This design comes from an exercise in tuning for small area and few clock cycles per item on the open sky130 flow, not from production work. Function was checked by simulation only, so behaviour that the tests miss may differ from the original.

## before
// calculator
module calculator (
    input  logic clk,
    input  logic rst_n,
    input  logic add_valid,
    output logic add_ack,
    input  logic [WIDTH-1:0] add_a,
    input  logic [WIDTH-1:0] add_b,
    input  logic sub_valid,
    output logic sub_ack,
    input  logic [WIDTH-1:0] sub_a,
    input  logic [WIDTH-1:0] sub_b,
    input  logic mul_valid,
    output logic mul_ack,
    input  logic [WIDTH-1:0] mul_a,
    input  logic [WIDTH-1:0] mul_b,
    output logic result_valid,
    input  logic result_ack,
    output logic [2:0] result_unit,
    output logic [WIDTH-1:0] result
);
Size in the first run: ~460 I/O pins, ~24000 um2 of cells after synthesis.
export LEC_CHECK = 0
export CAP_MARGIN = 20
export CORE_MARGIN = 2
export CORE_UTILIZATION = 40
export SLEW_MARGIN = 20
export SYNTH_HIERARCHICAL = 1
export SYNTH_MINIMUM_KEEP_SIZE = 0
create_clock -name core_clock -period 9.0 [get_ports {clk}]
run.sh (not shown) runs the stock make flow with config.mk's settings and CLKGATE_MAP_FILE= SYNTH_SCRIPT=/design/flow/synth_recipe.tcl, a recipe that flattens the netlist after the stock synthesis.
Testbench counts of before, summed over its fixed seeds: cycles 4,633, items 4,259.
Edits applied to the flow inputs when going from before to after:
==> flow/flow/run.sh (new file) <==
#!/bin/bash
# The standard flow, with the port buffers that placement inserts made of
# the smallest buffer cell (every input and output port still gets one).
set -uo pipefail
bash standard.sh synth > synth.log 2>&1 || exit 1
export BUFFER_PORTS_ARGS="-buffer_cell sky130_fd_sc_hd__buf_1"
bash standard.sh finish > layout.log 2>&1 || exit 1
==> flow/standard.sh (new file) <==
#!/bin/bash
# synth_recipe.tcl (not shown) runs the flow's synth.tcl, then flattens the netlist and writes it again
# the make line also repeats each setting of config.mk as NAME=value (left out here)
make -C /OpenROAD-flow-scripts/flow DESIGN_CONFIG=/design/flow/config.mk WORK_HOME=/design/flow/orfs CLKGATE_MAP_FILE= SYNTH_SCRIPT=/design/flow/synth_recipe.tcl "${@:-finish}"
removed: flow/run.sh
[summary]
The final layouts of before and after pass the timing, design-rule and antenna checks. after reports its cell with the biggest individual delay on the critical path as sky130_fd_sc_hd__buf_4 while before reports sky130_fd_sc_hd__clkdlybuf4s50_1. | maximum achievable frequency | after vs before | better |. Count of multi-input combinational gates came out exactly the same in before and after. Sort before and after by final wirelength, ascending, and after comes first. Reported for before and after, maximum number of pins on one net before global-route repair turned out identical to the last digit.

========
calculator, a different RTL version from the one above (not shown whole).
Size: about 2500 cells after synthesis, roughly 89 flip-flops, ~24000 um2 of cells after synthesis.
clock: 9.0 ns
lec_check: 0
cap_margin: 0
core_margin: 2
core_utilization: 40
slew_margin: 0
synth_hierarchical: 1
synth_minimum_keep_size: 0
standard.sh (not shown) runs the stock make flow with config.mk's settings and CLKGATE_MAP_FILE= SYNTH_SCRIPT=/design/flow/synth_recipe.tcl, a recipe that flattens the netlist after the stock synthesis.
==> flow/flow/run.sh <==
#!/bin/bash
# The standard flow, with the port buffers that placement inserts made of
# the smallest buffer cell (every input and output port still gets one),
# and a clock tree of smaller buffers without dummy loads.
set -uo pipefail
bash standard.sh synth > synth.log 2>&1 || exit 1
export BUFFER_PORTS_ARGS="-buffer_cell sky130_fd_sc_hd__buf_1"
export CTS_ARGS="-sink_clustering_enable -repair_clock_nets -sink_clustering_size 30 -sink_clustering_max_diameter 100 -buf_list sky130_fd_sc_hd__clkbuf_8 -dont_use_dummy_load"
bash standard.sh finish > layout.log 2>&1 || exit 1
Testbench counts at the start, summed over its fixed seeds: cycles 4,633, items 4,259.
==> next run, changes <==
--- a/flow/flow/run.sh
+++ b/flow/flow/run.sh
@@ -7,3 +7,3 @@
 export BUFFER_PORTS_ARGS="-buffer_cell sky130_fd_sc_hd__buf_1"
-export CTS_ARGS="-sink_clustering_enable -repair_clock_nets -sink_clustering_size 30 -sink_clustering_max_diameter 100 -buf_list sky130_fd_sc_hd__clkbuf_8 -dont_use_dummy_load"
+export CTS_ARGS="-sink_clustering_enable -repair_clock_nets -sink_clustering_size 20 -sink_clustering_max_diameter 60 -buf_list sky130_fd_sc_hd__clkbuf_8 -dont_use_dummy_load"
 bash standard.sh finish > layout.log 2>&1 || exit 1
CORE_UTILIZATION = 60   (was 40)
Global-route usage goes up by 14 points; wire length falls slightly; setup slack barely changes; final area drops slightly.
==> next run, changes <==
==> flow/flow/run.sh (replaced) <==
#!/bin/bash
# The standard flow, with the port buffers that placement inserts made of
# the smallest buffer cell (every input and output port still gets one).
set -uo pipefail
bash standard.sh synth > synth.log 2>&1 || exit 1
export BUFFER_PORTS_ARGS="-buffer_cell sky130_fd_sc_hd__buf_1"
bash standard.sh finish > layout.log 2>&1 || exit 1
CAP_MARGIN = 20   (was 0)
CORE_UTILIZATION = 40   (was 60)
SLEW_MARGIN = 20   (was 0)
Worst hold slack barely changes.
Non-clock buffer count is higher by 11.
First-iteration DRC count decreases by 28%.
Final cell count increases by 7.8%.
Worst setup slack degrades by 29 ps.
Flip-flop and latch count is unchanged.
Clock skew went down by 19 ps.
Core utilization went down by 21 points.
Routed wire length grows by 1.1%.

[static timing again, ports no longer ideal]
No port has a modelled driver above. Below, the same layouts with a new extraction and two added sets of constraints. Step 1: set_driving_cell puts a clkbuf_16 on clk and a buf_2 on each other input, an assumption about the parent block. Step 2, shift: input delay + t, output delay - t, t = (earliest + latest rising clock arrival at the registers) / 2. This alone moves slack from input paths to output paths. a / b / c = no drivers / after step 1 / after step 2; a / b = the first two.
run	t (ns)	setup slack, ns	worst slew at a driven data input, ns	pins driven straight from the clock port
before	0.522	0.344 / 0.312 / 0.312	0.10	1
after	0.546	0.699 / 0.658 / 0.658	0.08	1
the first run of note 2	0.473	0.798 / 0.772 / 0.772	0.08	1
the second run of note 2	0.485	0.799 / 0.777 / 0.777	0.09	1
the third run of note 2	0.440	0.770 / 0.745 / 0.745	0.07	1
After both steps every run listed still meets setup and hold. The setup slack of after, which loses most, moves by -0.041 ns with the drivers and by -0.041 ns with both steps.
